This is an optimization exercise on Yosys and OpenROAD, whose aim is small area and a short achievable clock period, not a production implementation. The RTL was checked by simulation tests, not by an equivalence proof against the original design. Power is estimated from default activity; no workload was simulated.

===== standard.sh =====
#!/bin/bash
# synth_recipe.tcl (not shown) runs the flow's synth.tcl, then flattens the netlist and writes it again
# the make line also repeats each setting of config.mk as NAME=value (left out here)
make -C /OpenROAD-flow-scripts/flow DESIGN_CONFIG=/design/flow/config.mk WORK_HOME=/design/flow/orfs CLKGATE_MAP_FILE= SYNTH_SCRIPT=/design/flow/synth_recipe.tcl "${@:-finish}"

===== config.mk =====
export PLATFORM = sky130hd
export DESIGN_NAME = APB_INT_Count
export DESIGN_NICKNAME = APB_INT_Count
export VERILOG_FILES = /design/flow/design.v
export SDC_FILE = /design/flow/constraint.sdc
export NUM_CORES = 4
export LEC_CHECK = 0
export CAP_MARGIN = 20
export CORE_MARGIN = 2
export CORE_UTILIZATION = 40
export CTS_BUF_LIST = sky130_fd_sc_hd__clkbuf_16
export CTS_CLUSTER_DIAMETER = 100
export CTS_CLUSTER_SIZE = 26
export SETUP_SLACK_MARGIN = 5
export SLEW_MARGIN = 20
export SYNTH_HIERARCHICAL = 1
export SYNTH_MINIMUM_KEEP_SIZE = 0

===== design.v =====
module APB_INT_Count #(
    parameter DATA_WIDTH = 32,
    parameter ADDR_WIDTH = 16
)
(
    input  wire                     PCLK,
    input  wire                     PRESETn,
    input  wire                     PSEL,
    input  wire                     PENABLE,
    input  wire                     PWRITE,
    input  wire [ADDR_WIDTH-1:0]    PADDR,
    input  wire [DATA_WIDTH-1:0]    PWDATA,
    output reg  [DATA_WIDTH-1:0]    PRDATA,
    output reg                      PREADY,
    output reg                      PSLVERR,
    output wire                     linux_irq,
    output wire                     lim_irq,
    output wire                     itim_irq,
    input  wire                     linux_ack,
    input  wire                     lim_ack,
    input  wire                     itim_ack
);
    reg  [31:0] ctrl [1:3];
    reg  [31:0] cnt0 [1:3];           
    reg  [31:0] hist [1:3][1:9];      
    reg  [9:1]  fill [1:3];           
    reg         invalid_access;
    assign linux_irq = ctrl[1][0];
    assign lim_irq   = ctrl[2][0];
    assign itim_irq  = ctrl[3][0];
    wire [3:1] ack = {itim_ack, lim_ack, linux_ack};
    wire [3:1] irq = {itim_irq, lim_irq, linux_irq};
    wire       acc  = PSEL & PENABLE;
    wire       racc = acc & ~PWRITE;
    wire       nh0, nh1, nl, wacc3, racc3, qw, qr;
    g_nor4 u_nh0 (.a(PADDR[15:12]), .y(nh0));
    g_nor4 u_nh1 (.a(PADDR[11:8]),  .y(nh1));
    g_nor2 u_nl  (.a(PADDR[1:0]),   .y(nl));
    g_and3 u_wa  (.a({PSEL, PENABLE, PWRITE}), .y(wacc3));
    g_and3 u_ra  (.a({PSEL, PENABLE, ~PWRITE}), .y(racc3));
    g_and4 u_qw  (.a({nh0, nh1, nl, wacc3}), .y(qw));
    g_and4 u_qr  (.a({nh0, nh1, nl, racc3}), .y(qr));
    wire       hi0 = nh0 & nh1 & nl;
    wire [7:0] pa, pb;
    genvar gi;
    generate
        for (gi = 0; gi < 8; gi = gi + 1) begin : g_pre
            wire [2:0] kk = gi;
            g_and3 u_pa (.a(PADDR[7:5] ~^ kk), .y(pa[gi]));
            g_and3 u_pb (.a(PADDR[4:2] ~^ kk), .y(pb[gi]));
        end
    endgenerate
    wire [47:0] dw;
    generate
        for (gi = 0; gi < 48; gi = gi + 1) begin : g_dw
            assign dw[gi] = pa[gi >> 3] & pb[gi & 7];
        end
    endgenerate
    wire [3:1] wr_ctrl, load;
    g_and3 u_wc1 (.a({qw, pa[0], pb[1]}), .y(wr_ctrl[1]));
    g_and3 u_wc2 (.a({qw, pa[0], pb[2]}), .y(wr_ctrl[2]));
    g_and3 u_wc3 (.a({qw, pa[0], pb[3]}), .y(wr_ctrl[3]));
    g_and3 u_ld1 (.a({qw, pa[0], pb[4]}), .y(load[1]));
    g_and3 u_ld2 (.a({qw, pa[2], pb[0]}), .y(load[2]));
    g_and3 u_ld3 (.a({qw, pa[4], pb[0]}), .y(load[3]));
    wire [3:0] lo = PADDR[5:2];
    wire       wvalid = hi0 & (dw[0] | dw[1] | dw[2] | dw[3] | dw[4] | dw[16] | dw[32]);
    wire       rvalid = hi0 & ((PADDR[7:6] == 2'b00) & (lo <= 4'd13)
                             | (PADDR[7:6] == 2'b01) & (lo <= 4'd9)
                             | (PADDR[7:6] == 2'b10) & (lo <= 4'd9));
    localparam NSRC = 34;
    wire [NSRC-1:0] rsel;
    wire [31:0]     rsrc [0:NSRC-1];
    assign rsel[0] = dw[0];                                     
    assign rsrc[0] = 32'h0000_0001;
    function integer cbase;
        input integer ch;
        cbase = (ch == 1) ? 4 : (ch == 2) ? 16 : 32;
    endfunction
    genvar rc, rs;
    generate
        for (rc = 1; rc <= 3; rc = rc + 1) begin : g_rsel
            assign rsel[rc] = dw[rc];
            assign rsrc[rc] = ctrl[rc];
            assign rsel[rc + 3] = dw[cbase(rc)];
            assign rsrc[rc + 3] = cnt0[rc];
            for (rs = 1; rs <= 9; rs = rs + 1) begin : g_hist
                assign rsel[6 + (rc - 1) * 9 + rs] = dw[cbase(rc) + rs] & fill[rc][rs];
                assign rsrc[6 + (rc - 1) * 9 + rs] = hist[rc][rs];
            end
        end
    endgenerate
    wire [31:0] rmux_n;
    genvar rb, rk;
    generate
        for (rb = 0; rb < 32; rb = rb + 1) begin : g_rbit
            wire [NSRC-1:0] d;
            for (rk = 0; rk < NSRC; rk = rk + 1) begin : g_k
                assign d[rk] = rsrc[rk][rb];
            end
            rd_bit_n u_rd (.sel(rsel), .d(d), .qn(rmux_n[rb]));
        end
    endgenerate
    wire [31:0] rdata = ({32{qr}} & ~rmux_n) | ({32{~racc}} & PRDATA);
    genvar gc;
    integer k;
    generate
        for (gc = 1; gc <= 3; gc = gc + 1) begin : g_ch
            wire shift = ack[gc] & ~irq[gc] & ~load[gc];
            wire [31:0] cnt0_d;
            cnt_next u_cnt (.q(cnt0[gc]), .pw(PWDATA), .rstn(PRESETn), .load(load[gc]),
                            .inc(irq[gc]), .clr(ack[gc]), .d(cnt0_d));
            always @(posedge PCLK)
                cnt0[gc] <= cnt0_d;
            always @(posedge PCLK) begin
                if (!PRESETn)
                    fill[gc] <= 9'd0;
                else if (shift)
                    fill[gc] <= {fill[gc][8:1], 1'b1};
            end
            always @(posedge PCLK) begin
                if (shift) begin
                    hist[gc][1] <= cnt0[gc];
                    for (k = 2; k <= 9; k = k + 1)
                        hist[gc][k] <= hist[gc][k - 1];
                end
            end
        end
    endgenerate
    integer c;
    always @(posedge PCLK or negedge PRESETn) begin
        if (!PRESETn) begin
            ctrl[1] <= 32'd0;
            ctrl[2] <= 32'd0;
            ctrl[3] <= 32'd0;
            PRDATA <= 32'd0;
            PREADY <= 1'b0;
            PSLVERR <= 1'b0;
            invalid_access <= 1'b0;
        end else begin
            for (c = 1; c <= 3; c = c + 1) begin
                if (wr_ctrl[c])
                    ctrl[c] <= PWDATA;
                else if (ack[c])
                    ctrl[c][0] <= 1'b0;
            end
            PRDATA <= rdata;
            invalid_access <= acc & ~(PWRITE ? wvalid : rvalid);
            PREADY <= acc & ~invalid_access;
            PSLVERR <= acc & invalid_access;
        end
    end
endmodule
module rd_bit_n (
    input  wire [33:0] sel,
    input  wire [33:0] d,
    output wire        qn
);
    wire [11:0] t;
    genvar i;
    generate
        for (i = 0; i < 11; i = i + 1) begin : g_aoi
            g_a222oi u_a (.a(sel[3 * i + 2:3 * i]), .b(d[3 * i + 2:3 * i]), .y(t[i]));
        end
    endgenerate
    g_nand2 u_last (.a({sel[33], d[33]}), .y(t[11]));
    wire [2:0] u;
    g_nand4 u_n0 (.a(t[3:0]),  .y(u[0]));
    g_nand4 u_n1 (.a(t[7:4]),  .y(u[1]));
    g_nand4 u_n2 (.a(t[11:8]), .y(u[2]));
    g_nor3  u_o  (.a(u), .y(qn));
endmodule
module cnt_next (
    input  wire [31:0] q,
    input  wire [31:0] pw,
    input  wire        rstn,
    input  wire        load,
    input  wire        inc,
    input  wire        clr,
    output wire [31:0] d
);
    wire [7:0]  g;
    wire [7:0]  gin;
    wire [31:0] c;
    genvar i;
    generate
        for (i = 0; i < 8; i = i + 1) begin : g_grp
            assign g[i] = &q[4 * i + 3:4 * i];
            if (i == 0) begin : g_first
                assign gin[i] = inc;
            end else begin : g_rest
                assign gin[i] = inc & (&g[i - 1:0]);
            end
            assign c[4 * i]     = gin[i];
            assign c[4 * i + 1] = gin[i] & q[4 * i];
            assign c[4 * i + 2] = gin[i] & q[4 * i] & q[4 * i + 1];
            assign c[4 * i + 3] = gin[i] & q[4 * i] & q[4 * i + 1] & q[4 * i + 2];
        end
    endgenerate
    wire ld   = rstn & load;
    wire keep = rstn & ~load & (inc | ~clr);
    assign d = ({32{ld}} & pw) | ({32{keep}} & (q ^ c));
endmodule
module g_nor4 (input wire [3:0] a, output wire y);
    assign y = ~|a;
endmodule
module g_nor2 (input wire [1:0] a, output wire y);
    assign y = ~|a;
endmodule
module g_and3 (input wire [2:0] a, output wire y);
    assign y = &a;
endmodule
module g_and4 (input wire [3:0] a, output wire y);
    assign y = &a;
endmodule
module g_a222oi (input wire [2:0] a, input wire [2:0] b, output wire y);
    assign y = ~|(a & b);
endmodule
module g_nand2 (input wire [1:0] a, output wire y);
    assign y = ~&a;
endmodule
module g_nand4 (input wire [3:0] a, output wire y);
    assign y = ~&a;
endmodule
module g_nor3 (input wire [2:0] a, output wire y);
    assign y = ~|a;
endmodule

===== constraint.sdc =====
create_clock -name core_clock -period 10.0 [get_ports {PCLK}]
set_input_delay 2.0000 -clock core_clock [delete_from_list [all_inputs] [get_ports {PCLK}]]
set_output_delay 2.0000 -clock core_clock [all_outputs]
set_load 0.01 [all_outputs]

===== flow/run.sh =====
#!/bin/bash
set -euo pipefail
bash standard.sh SETUP_SLACK_MARGIN=6.5 'BUFFER_PORTS_ARGS=-buffer_cell sky130_fd_sc_hd__buf_2' finish > flow_make.log 2>&1

==> impl_metrics.yaml, run 1 <==
outcome:
  status: "complete, no violations"
place:
  dp.cells: 3696
  place_ws_ns: 4.55
  io_buffer_count: 92
  hpwl_um: 65800
  place_congestion: 0.835
  place_area_um2: 43600
logic_synthesis:
  synth-simple-area-share_pct: 5.39
  synthMuxAreaShare_pct: 3.12
  synth_xor_area_share_pct: 0.510
  async_reset_ff_share_pct: 11.7
  yosysUniqueCellTypes: 41
  yosys_most_used_dff: "edfxtp_1"
  ys_warn_count: 15
  avgSynthCellArea_um2: 18.5
  synth_seq_cells: 1118
  synthAdderAreaFrac_pct: 2.18
  ys_seq_area_share_pct: 76.9
  synth_area_um2: 41200
  synth_cells: 2230
  synth_compound_area_share_pct: 11.2
  synth_edf_count: 864
  synth_top_family_by_area: "compound AO/OA/AOI/OAI gates"
sta:
  worstMarginPinSlew_ns: 0.942
  hold_viol: 0
  period_minus_slack_ns: 3.55
  slew_violations: 0
  finalCritPeriodShare_pct: 35.5
  setup_slack_ns: 6.45
  rsz0062_at_grt: "true"
  max_freq_mhz: 282
  fin_setup_tns_ns: 0
  slew_headroom_pct: 37.2
  setup_viol: 0
  holdWs_ns: 0.452
  fin_skew_ns: 0.0182
clock_tree:
  cts.clk_slew.worst_paths_ns: 0.10
  htreeDepth: 2
  cts_made_buffers: 48
  cts-root-buf: "clkbuf_16"
  clk_latency_ns: 0.64
  cts_tree: "built"
  numClockSinks: 1118
  cts_buffer_depth: 3
  cts_hold_buffers: 0
route:
  first_iter_violations: 5365
  final_antenna_net_count: 0
  firstDrtPassIters: 10
  vias_per_cell: 6.33
  drcViolationCount: 0
  drt-wirelength-per-cell_um: 29.7
  postRouteWirelength_um: 115000
  num_vias: 24400
global_routing:
  grt_pass1_vias: 22800
  grt_max_degree: 99
  met1_usage_pct: 29.6
  antenna_found_initial: 10
  grtUsageMet3_pct: 3.56
  grt_busiest_layer: "met2"
  grt_pass1_wl_um: 159000
  grt.met2_usage_pct: 30.7
  grt-ovfl-total: 0
  grtUsageTotal_pct: 19.9
critical_path:
  worst-path-max-fanout: 32
  worstSetupPathType: "in2reg"
  cp.required_ns: 10.50
  worstPathArrival_ns: 4.05
  critPathLaunchType: "primary input"
  cp-end-kind: "flop"
die:
  core-area_um2: 102000
  die_y_um: 325
  io_pins: 93
  start_util_pct: 40.4
  num_rows: 117
  die_x_um: 325
  dieArea_um2: 106000
final_layout:
  finish.utilization_pct: 45.2
  stdcell_area_um2: 46200
  fill_cells: 8718
  drive_gt1_share_pct: 17.6
  instances_no_fill: 3859
  final_nets: 2577
  areaGrowthSynthToFinish_pct: 12.0
hold_path:
  min_path_type: "reg2reg"
pwr:
  total_power_mw: 7.83
  max-vdd-ir-drop_mv: 0.113
  p_leak_nw: 17.0
  p_per_area_nw_per_um2: 170
job:
  cap_violations: 0
[worst max-delay path, cell delays in order]
cell and delay, ns:
buf_12 0.11, and3_1 0.26, and3_4 0.36, a222oi_1 0.45, nand4_1 0.43, nor3_2 0.28
o21ai_0 0.10
[state kept, by name, summed over array words and instances (netlist names)]
register / flops
PRDATA: 32
invalid_access: 1
hist: 864
ctrl: 96
PSLVERR: 1
fill: 27
PREADY: 1
cnt0: 96
[modules after synthesis, one instance, submodules excluded, a selection]
module / copies in the design / cells
g_nor3: 32 / 1
g_and4: 2 / 1
g_nand4: 96 / 1
g_a222oi: 352 / 1
APB_INT_Count: 1 / 1418
g_nor2: 1 / 1
g_and3: 22 / 1
cnt_next: 3 / 91
g_nor4: 2 / 1
g_nand2: 32 / 1
[cell usage after synthesis (11+ instances only)]
library cell,count,share of area [%]
mux2_2,93,2.5
nor2_1,11,0.10
nor2b_1,27,0.41
edfxtp_1,864,63
ha_1,72,2.2
nand2_1,69,0.63
o21ai_0,36,0.44
buf_6,12,0.33
a22o_1,96,2.0
nor3_2,32,0.78
dfxtp_1,123,6.0
clkbuf_1,26,0.24
inv_1,11,0.10
a222oi_1,352,8.5
nand4_1,111,1.7
mux2i_1,24,0.58
and3_1,46,0.70
dfrtp_1,131,8.0
xor2_1,24,0.51
[per-layer routing]
metal	wire length, um	vias to the layer above
li1	-	10300
met4	2610	0
met5	0	-
met3	11200	124
met1	47600	12700
met2	53300	1343
[final timing paths]
kind	from	endpoint	slack, ns	cells past startpoint
max in group asynchronous	PRESETn	PRDATA[24]	7.00	2
hold reg to reg	hist[18][23]	hist[19][23]	0.45	0
setup reg to reg	cnt0[3][1]	cnt0[3][26]	7.25	7
setup / recovery	PADDR[4]	PRDATA[12]	6.45	7
min in group asynchronous	PRESETn	ctrl[3][2]	1.47	1
hold / removal	hist[18][23]	hist[19][23]	0.45	0
[layout make-up]
type	count	area [um^2]	area share (%)
clock inverter	41	164	0.355
antenna	2	5.00	0.0108
tap	1368	1710	3.71
sequential	1118	31700	68.6
inverter	11	56.3	0.122
multi-input combinational	1108	9830	21.3
clock buffer	49	1230	2.66
timing repair buffer	162	1480	3.21
[kinds of logic (layout without fill, tap and decap cells)]
group | count (synthesis) | count (layout)
DFF | 1118 | 1118
AOI/OAI and AO/OA | 492 | 492
and+or+nand+nor | 350 | 371
muxes | 117 | 117
adders and majority gates | 72 | 72
buffers and inverters | 55 | 263
xor gates and xnor gates | 24 | 24
other | 2 | 34
[placed cells by master (no fill, tap or decap), drive strengths merged, types with 24 or more instances in the layout]
| cell | synthesis | layout |
|---|---|---|
| nor2b | 27 | 27 |
| mux2i | 24 | 24 |
| buf | 18 | 156 |
| dfxtp | 123 | 123 |
| conb | 2 | 32 |
| o21ai | 36 | 36 |
| xor2 | 24 | 24 |
| ha | 72 | 72 |
| edfxtp | 864 | 864 |
| dfrtp | 131 | 131 |
| nor3 | 38 | 38 |
| inv | 11 | 52 |
| a222oi | 352 | 352 |
| clkbuf | 26 | 49 |
| and3 | 51 | 64 |
| nand2 | 72 | 72 |
| mux2 | 93 | 93 |
| nand4 | 114 | 114 |
| a22o | 96 | 96 |
[timing repair]
action / CTS / global route
setup endpoints to repair: 679 / 327
cloned: 20 / 9
setup buffers: 22 / 20
pin swaps: 60 / 44
gates resized for setup: 82 / 50
[where the power goes]
group          switching [mW]  total, mW  internal (mW)
clock                    1.40       2.30          0.904
combinational           0.155      0.213         0.0580
sequential             0.0968       5.32           5.22
total                    1.65       7.83           6.18
==> run 2: changes to the inputs <==
--- a/config.mk
+++ b/config.mk
@@ -7,7 +7,7 @@
 export LEC_CHECK = 0
 export CAP_MARGIN = 20
 export CORE_MARGIN = 2
-export CORE_UTILIZATION = 40
+export CORE_UTILIZATION = 45
 export CTS_BUF_LIST = sky130_fd_sc_hd__clkbuf_16
 export CTS_CLUSTER_DIAMETER = 100
 export CTS_CLUSTER_SIZE = 26
==> impl_metrics.yaml, run 2 <==
route:
  drt-wirelength-per-cell_um: 31.1
  first_iter_violations: 5121
  final_antenna_net_count: 0
  vias_per_cell: 6.66
  num_vias: 24500
  drcViolationCount: 0
  firstDrtPassIters: 14
  postRouteWirelength_um: 115000
logic_synthesis:
  synth_most_common_cell: "edfxtp_1"
  synth_edf_count: 864
  synth_area_um2: 41200
  yosysTopAreaCellShare_pct: 62.9
  synthTopCellsByCount: "edfxtp_1, a222oi_1, dfrtp_1"
  yosys_most_used_dff: "edfxtp_1"
  async_reset_ff_share_pct: 11.7
  synth_top_cell_by_area: "edfxtp_1"
  ys_seq_area_share_pct: 76.9
  yosysUniqueCellTypes: 41
  avgSynthCellArea_um2: 18.5
  ys_warn_count: 15
  synth_cells: 2230
  synth_area_leaders: "edfxtp_1, a222oi_1, dfrtp_1, dfxtp_1, mux2_2"
  synth_seq_cells: 1118
final_layout:
  layout_commonest_cell: "edfxtp_1"
  final_cell_mix: "edfxtp_1, a222oi_1, dfrtp_1"
  stdcell_area_um2: 46000
  largest_registers: "hist x864, cnt0 x96, ctrl x96"
  fill_cells: 7318
  drive_gt1_share_pct: 17.7
  final_nets: 2581
  areaGrowthSynthToFinish_pct: 11.5
  finish.utilization_pct: 50.4
  largest_reg_flops: 864
  top_register: "hist"
clock_tree:
  cts_made_buffers: 48
  htreeDepth: 2
  cts.clk_slew.worst_paths_ns: 0.11
  cts_buffer_depth: 3
  cts-root-buf: "clkbuf_16"
  numClockSinks: 1118
  cts_hold_buffers: 0
  clk_latency_ns: 0.63
  cts_tree: "built"
hold_path:
  min_path_type: "reg2reg"
  min_from: "invalid_access"
  min_delay_path_depth: 1
  hold-path-endpoint: "PREADY"
sta:
  fin_skew_ns: 0.0262
  slew_violations: 0
  setup_viol: 0
  finalCritPeriodShare_pct: 36.3
  hold_viol: 0
  rsz0062_at_grt: "true"
  fin_setup_tns_ns: 0
  setup_slack_ns: 6.37
  slew_headroom_pct: 48.0
  max_freq_mhz: 276
  worstMarginPinSlew_ns: 0.779
  period_minus_slack_ns: 3.63
  holdWs_ns: 0.438
critical_path:
  timing.rr.start: "cnt0[3][1]"
  worstPathArrival_ns: 4.11
  cp-end-kind: "flop"
  crit_path_max_incr_delay_ns: 0.57
  worst-path-max-fanout: 7
  critPathLaunchType: "primary input"
  timing.rr.end: "cnt0[3][26]"
  cpMaxStageDelayCell: "a222oi_1"
  crit_chain: "buf_8 > inv_4 > and3_4 > and2_4 > buf_12 > a222oi_1 > nand4_1 > nor3_2 > o21ai_1"
  worstSetupPathType: "in2reg"
  reg2reg_depth: 7
  r2r_slack_ns: 7.23
  cp.required_ns: 10.48
global_routing:
  antenna_found_initial: 10
  grt_pass1_wl_um: 158000
  grt_busiest_layer: "met1"
  grt.met2_usage_pct: 32.5
  grtUsageTotal_pct: 22.3
  met1_usage_pct: 35.0
  grt_pass1_vias: 22900
  grt_max_degree: 156
  grtUsageMet3_pct: 3.71
  grt-ovfl-total: 0
place:
  hpwl_um: 65800
  place_area_um2: 43300
  place_ws_ns: 4.59
  place_congestion: 0.849
  io_buffer_count: 92
die:
  die_x_um: 307
  start_util_pct: 45.2
  io_pins: 93
  die_y_um: 307
  dieArea_um2: 94100
  core-area_um2: 91200
  num_rows: 111
job:
  cap_violations: 0
pwr:
  max-vdd-ir-drop_mv: 0.126
  p_per_area_nw_per_um2: 170
  p_leak_nw: 17.0
outcome:
  status: "complete, no violations"
run 2: changes by cell type in the layout (fill, tap and decap cells not counted), moves of 3 or more:
cell       change
and2_2         -4
buf_12         -6
buf_16         +5
buf_4          +3
bufbuf_16      -3
clkbuf_16      +5
inv_2          +4
inv_6          -3
o21ai_0        -3
o21ai_1        +3
run 2: layout make-up:
type	instances	area [um^2]	area share [%]
Tap cell	1186	1480	3.23
Sequential cell	1118	31700	68.9
Multi-Input combinational cell	1107	9840	21.4
Timing Repair Buffer	167	1560	3.39
Antenna cell	3	7.51	0.0163
Inverter	11	46.3	0.101
Clock buffer	49	1230	2.67
Clock inverter	38	143	0.310
run 2: cell families (layout without fill, tap and decap cells):
logic type / count (synthesis) / in the layout / share of synthesized area (%)
fa+ha+maj: 72 / 72 / 2.18
other cells: 2 / 35 / 0.0182
compound gates: 492 / 492 / 11.2
buf+inv: 55 / 265 / 0.737
mux: 117 / 117 / 3.12
xor+xnor: 24 / 24 / 0.510
flops: 1118 / 1118 / 76.9
simple gates: 350 / 370 / 5.39
run 2: power by group:
part	internal, mW	switching [mW]	total (mW)
clock	0.900	1.37	2.27
sequential	5.22	0.0983	5.32
combinational	0.0571	0.153	0.211
total	6.18	1.62	7.80
run 2: worst max path at each step:
stage | start | endpoint | slack (ns) | cells after the start
after CTS | PADDR[4] | PRDATA[24] | 6.40 | 9
after detailed placement | PADDR[4] | hist[21][22] | 4.59 | 7
final | PADDR[7] | PRDATA[24] | 6.37 | 9
after floorplan | PSEL | fill[1][2] | 5.98 | 7
after global routing | PADDR[5] | PRDATA[9] | 6.37 | 9
after global placement | PSEL | hist[26][16] | 4.72 | 7
run 2: Yosys stat by module, one instance, submodules excluded, a selection:
module,cells,copies in the design,flip-flops and latches,area [um^2]
APB_INT_Count,1418,1,1118,34000
cnt_next,91,3,0,813
g_a222oi,1,352,0,10.0
g_and3,1,22,0,6.26
g_and4,1,2,0,8.76
g_nand2,1,32,0,3.75
g_nand4,1,96,0,6.26
g_nor2,1,1,0,3.75
g_nor3,1,32,0,10.0
g_nor4,1,2,0,12.5
run 2: timing repair:
action	CTS	global route
setup buffers	21	17
resized for setup	94	43
pin swaps	57	98
setup endpoints to repair	872	763
cloned	17	18
hold endpoints to repair	0	0
run 2: layer usage:
metal / share of wire, % / up-vias / wire, um
met5: 0.033 / - / 38
met4: 2.5 / 6 / 2880
met3: 10 / 145 / 11500
met2: 45 / 1465 / 51500
met1: 42 / 12600 / 48600
li1: - / 10300 / -
run 2: worst max-delay path: cells and delay by family:
family	cells	cell delay, ns
buffers and inverters	3	0.30
and+or+nand+nor	4	1.12
AOI/OAI and AO/OA	2	0.66
run 2: stage by stage:
stage	total power [mW]	std cells
3_5_place_dp	5.58	3516
6_report	7.80	3679
3_3_place_gp	5.56	3516
5_1_grt	8.02	3678
2_1_floorplan	5.46	2260
4_1_cts	7.83	3641
==> run 3: changes to the inputs <==
==> flow/run.sh (replaced) <==
#!/bin/bash
set -euo pipefail
bash standard.sh SETUP_SLACK_MARGIN=6.8 'BUFFER_PORTS_ARGS=-buffer_cell sky130_fd_sc_hd__buf_2' finish > flow_make.log 2>&1
--- a/config.mk
+++ b/config.mk
@@ -7,7 +7,7 @@
 export LEC_CHECK = 0
 export CAP_MARGIN = 20
 export CORE_MARGIN = 2
-export CORE_UTILIZATION = 45
+export CORE_UTILIZATION = 40
 export CTS_BUF_LIST = sky130_fd_sc_hd__clkbuf_16
 export CTS_CLUSTER_DIAMETER = 100
 export CTS_CLUSTER_SIZE = 26
==> impl_metrics.yaml, run 3 <==
outcome:
  status: "complete, no violations"
place:
  hpwl_um: 66800
  place_ws_ns: 4.88
  io_buffer_count: 92
  place_congestion: 0.844
  place_area_um2: 43700
clock_tree:
  cts_tree: "built"
  cts_buffer_depth: 3
  numClockSinks: 1118
  cts_made_buffers: 48
  htreeDepth: 2
  cts.clk_slew.worst_paths_ns: 0.11
  clk_latency_ns: 0.67
  cts-root-buf: "clkbuf_16"
logic_synthesis:
  synth_most_common_cell: "edfxtp_1"
  synth_seq_cells: 1118
  synthTopCellsByCount: "edfxtp_1, a222oi_1, dfrtp_1"
  async_reset_ff_share_pct: 11.7
  synth_top_cell_by_area: "edfxtp_1"
  ys_warn_count: 15
  avgSynthCellArea_um2: 18.5
  yosysUniqueCellTypes: 41
  synth_area_um2: 41200
  yosys_most_used_dff: "edfxtp_1"
  synth_edf_count: 864
  yosysTopAreaCellShare_pct: 62.9
  ys_seq_area_share_pct: 76.9
  synth_area_leaders: "edfxtp_1, a222oi_1, dfrtp_1, dfxtp_1, mux2_2"
  synth_cells: 2230
global_routing:
  grt_pass1_vias: 24300
  grt_pass1_wl_um: 183000
  grt-ovfl-total: 0
  grt_max_degree: 67
  grtUsageTotal_pct: 23.7
  antenna_found_initial: 8
route:
  vias_per_cell: 6.53
  postRouteWirelength_um: 133000
  first_iter_violations: 6098
  drt-wirelength-per-cell_um: 33.2
  final_antenna_net_count: 0
  firstDrtPassIters: 14
  drcViolationCount: 0
  num_vias: 26100
critical_path:
  worstPathArrival_ns: 4.03
  cp.required_ns: 10.52
  worstSetupPathType: "in2reg"
  cp-end-kind: "flop"
  critPathLaunchType: "primary input"
  worst-path-max-fanout: 8
die:
  core-area_um2: 102000
  die_y_um: 325
  num_rows: 117
  dieArea_um2: 106000
  start_util_pct: 40.4
  die_x_um: 325
  io_pins: 93
sta:
  slew_headroom_pct: 42.5
  rsz0062_at_grt: "true"
  slew_violations: 0
  fin_setup_tns_ns: 0
  max_freq_mhz: 285
  fin_skew_ns: 0.0270
  worstMarginPinSlew_ns: 0.863
  setup_viol: 0
  period_minus_slack_ns: 3.51
  hold_viol: 0
  finalCritPeriodShare_pct: 35.1
  setup_slack_ns: 6.49
  holdWs_ns: 0.438
final_layout:
  layout_commonest_cell: "edfxtp_1"
  drive_gt1_share_pct: 22.1
  largest_reg_flops: 864
  stdcell_area_um2: 48200
  final_cell_mix: "edfxtp_1, a222oi_1, dfrtp_1"
  areaGrowthSynthToFinish_pct: 16.9
  top_register: "hist"
  largest_registers: "hist x864, cnt0 x96, ctrl x96"
  finish.utilization_pct: 47.2
  final_nets: 2706
pwr:
  p_per_area_nw_per_um2: 165
  max-vdd-ir-drop_mv: 0.125
  p_leak_nw: 17.9
job:
  cap_violations: 0
hold_path:
  min_path_type: "reg2reg"
## run 3: final timing paths
kind,startpoint,to,slack (ns),cells past startpoint
worst max-delay path,PADDR[2],PRDATA[4],6.49,8
worst min-delay path,invalid_access,PREADY,0.44,1
worst max register to register,cnt0[3][0],cnt0[3][26],7.26,7
worst min register to register,invalid_access,PREADY,0.44,1
max in group asynchronous,PRESETn,PRDATA[24],7.12,3
min in group asynchronous,PRESETn,ctrl[1][7],1.23,1
## run 3: layout make-up
type | count | area [um^2]
Inverter | 11 | 88.8
Fill cell | 8511 | 53900
Timing Repair Buffer | 264 | 3060
Antenna cell | 8 | 20.0
Tap cell | 1368 | 1710
Clock buffer | 49 | 1230
Sequential cell | 1118 | 31700
Clock inverter | 41 | 164
Multi-Input combinational cell | 1135 | 10200
## run 3: critical path, stage by stage
cell,delay (ns)
buf_8,0.12
inv_8,0.05
and3_4,0.21
and2_4,0.23
a222oi_1,0.63
nand4_1,0.37
nor3_4,0.31
o21ai_1,0.10
## run 3: power breakdown
part | switching, mW | internal (mW)
registers | 0.102 | 5.22
clock network | 1.42 | 0.904
logic | 0.188 | 0.0991
## run 3: per-stage QoR
step                std cells  power (mW)
finish                   3994        7.93
global route             3990        8.14
CTS                      3916        7.92
detailed placement       3696        5.59
global placement         3696        5.57
floorplan                2260        5.47
## run 3: kinds of logic (layout without fill, tap and decap cells)
group	count (synthesis)	after routing	share of synthesized area (%)
AO/OA/AOI/OAI	492	492	11.2
XOR/XNOR	24	24	0.510
adder cells (fa/ha/maj)	72	72	2.18
buffers and inverters	55	365	0.737
flip-flops	1118	1118	76.9
multiplexers	117	117	3.12
other	2	40	0.0182
AND/OR/NAND/NOR	350	398	5.39
## run 3: modules after synthesis, one instance, submodules excluded, a selection
| module | times used | flip-flops and latches | cell area (um^2) | cells inside |
|---|---|---|---|---|
| g_nor4 | 2 | 0 | 12.5 | 1 |
| APB_INT_Count | 1 | 1118 | 34000 | 1418 |
| cnt_next | 3 | 0 | 813 | 91 |
| g_nor3 | 32 | 0 | 10.0 | 1 |
| g_and4 | 2 | 0 | 8.76 | 1 |
| g_nand4 | 96 | 0 | 6.26 | 1 |
| g_nand2 | 32 | 0 | 3.75 | 1 |
| g_a222oi | 352 | 0 | 10.0 | 1 |
## run 3: repair_timing
action	in CTS	in global routing
gates resized for setup	157	32
pin swaps	167	79
setup endpoints to repair	1160	697
setup buffers	65	49
hold buffers	0	0
cloned	65	21
hold endpoints to repair	0	0
## run 3: per-layer routing
metal	GRT usage [%]	vias to the layer above	wire (um)
li1	-	10600	-
met1	32.7	13400	51000
met2	36.6	1830	61100
met3	4.94	245	14600
met4	10.3	2	5800
met5	0	-	14
==> run 4: changes to the inputs <==
==> flow/run.sh (replaced) <==
#!/bin/bash
set -euo pipefail
bash standard.sh SETUP_SLACK_MARGIN=6.3 'BUFFER_PORTS_ARGS=-buffer_cell sky130_fd_sc_hd__buf_2' finish > flow_make.log 2>&1
==> impl_metrics.yaml, run 4 <==
outcome:
  status: "complete, no violations"
critical_path:
  worstSetupPathType: "in2reg"
  timing.rr.start: "ctrl[3][0]"
  worst-path-max-fanout: 32
  cp.required_ns: 10.52
  worstPathArrival_ns: 4.24
  cp-end-kind: "flop"
  crit_start: "PADDR[4]"
  critPathLaunchType: "primary input"
logic_synthesis:
  ys_seq_area_share_pct: 76.9
  async_reset_ff_share_pct: 11.7
  ys_warn_count: 15
  avgSynthCellArea_um2: 18.5
  synthTopCellsByCount: "edfxtp_1, a222oi_1, dfrtp_1"
  synth_most_common_cell: "edfxtp_1"
  synth_seq_cells: 1118
  synth_cells: 2230
  yosysUniqueCellTypes: 41
  synth_top_cell_by_area: "edfxtp_1"
  yosysTopAreaCellShare_pct: 62.9
  synth_area_um2: 41200
  yosys_most_used_dff: "edfxtp_1"
  synth_area_leaders: "edfxtp_1, a222oi_1, dfrtp_1, dfxtp_1, mux2_2"
  synth_edf_count: 864
die:
  io_pins: 93
  dieArea_um2: 106000
  start_util_pct: 40.4
  die_y_um: 325
  die_x_um: 325
  num_rows: 117
  core-area_um2: 102000
global_routing:
  antenna_found_initial: 17
  grt_busiest_layer: "met1"
  grt_max_degree: 162
  grtUsageMet3_pct: 2.80
  grtUsageTotal_pct: 18.8
  grt_pass1_wl_um: 153000
  met1_usage_pct: 28.6
  grt-ovfl-total: 0
  grt_pass1_vias: 23200
  grt.met2_usage_pct: 28.3
hold_path:
  min_from: "invalid_access"
  min_path_type: "reg2reg"
final_layout:
  largest_registers: "hist x864, cnt0 x96, ctrl x96"
  areaGrowthSynthToFinish_pct: 9.96
  stdcell_area_um2: 45300
  final_nets: 2535
  final_cell_mix: "edfxtp_1, a222oi_1, dfrtp_1"
  layout_commonest_cell: "edfxtp_1"
  largest_reg_flops: 864
  top_register: "hist"
  multiInputGateArea_um2: 9450
  fill_cells: 8844
  finish.utilization_pct: 44.4
  seq_area_um2: 31700
  drive_gt1_share_pct: 14.7
sta:
  worstMarginPinSlew_ns: 1.13
  max_freq_mhz: 269
  setup_viol: 0
  finalCritPeriodShare_pct: 37.2
  period_minus_slack_ns: 3.72
  slew_violations: 0
  setup_slack_ns: 6.28
  fin_skew_ns: 0.0264
  rsz0062_at_grt: "true"
  slew_headroom_pct: 24.7
  fin_setup_tns_ns: 0
  hold_viol: 0
clock_tree:
  cts-root-buf: "clkbuf_16"
  htreeDepth: 2
  cts_tree: "built"
  numClockSinks: 1118
  clk_latency_ns: 0.65
  cts.clk_slew.worst_paths_ns: 0.10
  cts_hold_buffers: 0
  cts_made_buffers: 48
  cts_buffer_depth: 3
pwr:
  seqPwrFrac_pct: 68.3
  max-vdd-ir-drop_mv: 0.138
  power.switching_mw: 1.62
  total_power_mw: 7.78
  p_sw_share_pct: 20.8
  p_per_area_nw_per_um2: 172
  p_leak_nw: 16.7
  p_clk_share_pct: 29.4
  p_int_mw: 6.16
  power_frac_comb_pct: 2.3
job:
  cap_violations: 0
place:
  place_congestion: 0.828
  place_ws_ns: 4.67
  place_area_um2: 43700
  io_buffer_count: 92
  hpwl_um: 66200
route:
  first_iter_violations: 4465
  final_antenna_net_count: 0
  postRouteWirelength_um: 102000
  drt-wirelength-per-cell_um: 26.8
  firstDrtPassIters: 10
  num_vias: 23600
  vias_per_cell: 6.18
  drcViolationCount: 0
-- run 4: cell families after synthesis --
family                   after synthesis  synth area share, %
multiplexers                         117                 3.12
XOR/XNOR                              24                0.510
AND/OR/NAND/NOR                      350                 5.39
other                                  2               0.0182
adder cells (fa/ha/maj)               72                 2.18
AO/OA/AOI/OAI                        492                 11.2
flip-flops                          1118                 76.9
buffers and inverters                 55                0.737
-- run 4: per-layer routing --
| layer | vias up | routed length (um) |
|---|---|---|
| met5 | - | 13 |
| met4 | 2 | 1810 |
| met3 | 123 | 8830 |
| met2 | 1128 | 46100 |
| met1 | 12200 | 45600 |
| li1 | 10100 | - |
-- run 4: final cells by class --
class                           instances  share of cell area, %
Antenna cell                            8                 0.0442
Clock inverter                         41                  0.362
Multi-Input combinational cell       1087                   20.8
Clock buffer                           49                   2.70
Tap cell                             1368                   3.78
Inverter                               11                 0.0911
Sequential cell                      1118                   69.9
Timing Repair Buffer                  141                   2.29
-- run 4: final timing paths --
check	slack, ns	cells past startpoint	endpoint
worst min register to register	0.43	1	PREADY
worst max-delay path	6.28	9	PRDATA[24]
max in group asynchronous	6.98	2	PRDATA[21]
min in group asynchronous	1.45	1	ctrl[1][2]
worst max register to register	7.24	7	cnt0[3][26]
worst min-delay path	0.43	1	PREADY
-- run 4: power groups by stage --
stage               Sequential [mW]  Clock [mW]  Combinational, mW
global placement               5.40           0              0.159
CTS                            5.31        2.35              0.175
finish                         5.31        2.29              0.178
floorplan                      5.38           0             0.0865
detailed placement             5.42           0              0.166
global route                   5.33        2.50              0.192
-- run 4: timing repair --
item / 4_1_cts / 5_1_grt
pin swaps: 5 / 20
gates resized for setup: 16 / 10
endpoints found under the setup margin: 771 / 246
setup buffers: 4 / 0
endpoints found under the hold margin: 0 / 0
cloned: 3 / 2
-- run 4: critical path, stage by stage --
cell and delay [ns]:
buf_2 0.13, inv_1 0.08, and3_2 0.29, and2_1 0.20, buf_8 0.18, a222oi_1 0.61
nand4_1 0.36, nor3_2 0.24, o21ai_0 0.09
-- run 4: Yosys stat by module (local to each module, per instance), a selection --
module,flip-flops and latches,cells,cell area [um^2],copies in the design
g_and4,0,1,8.76,2
APB_INT_Count,1118,1418,34000,1
g_nor3,0,1,10.0,32
g_nor2,0,1,3.75,1
g_nand4,0,1,6.26,96
g_nor4,0,1,12.5,2
-- run 4: through the flow --
step / hold slack (ns) / instances
3_5_place_dp: 0.418 / 3716
2_1_floorplan: 0.395 / 2260
5_1_grt: 0.447 / 3820
6_report: 0.427 / 3823
3_3_place_gp: 0.418 / 3716
4_1_cts: 0.431 / 3813

what the ideal ports hide:
The results above use ideal ports. As a check the final layouts listed here were re-extracted and re-timed, cells and wires unchanged.
Step 1 sets driving cells, clkbuf_16 on the clock port and buf_2 on the other inputs (assumed; they add their load-dependent delay and slew).
Step 2 adds t to the input delays and takes it off the output delays; t is the mean of the earliest and latest rising clock arrival at the registers after step 1. Input paths then give back, and output paths get back, about the clock's delay inside the block.
a / b / c = no drivers / after step 1 / after step 2; a / b = the first two.
run | t, ns | slack for setup (ns) | worst register clock-pin slew, ns
run 1 | 0.697 | 6.454 / 6.473 / 5.776 | 0.11 / 0.11
run 2 | 0.685 | 6.374 / 6.381 / 5.696 | 0.11 / 0.11
run 3 | 0.715 | 6.488 / 6.482 / 5.767 | 0.11 / 0.11
run 4 | 0.697 | 6.276 / 6.318 / 5.621 | 0.11 / 0.11
After both steps setup and hold are still met in every run listed. For run 3, which loses most, drivers alone change the setup slack by -0.006 ns; drivers and shift together by -0.721 ns.
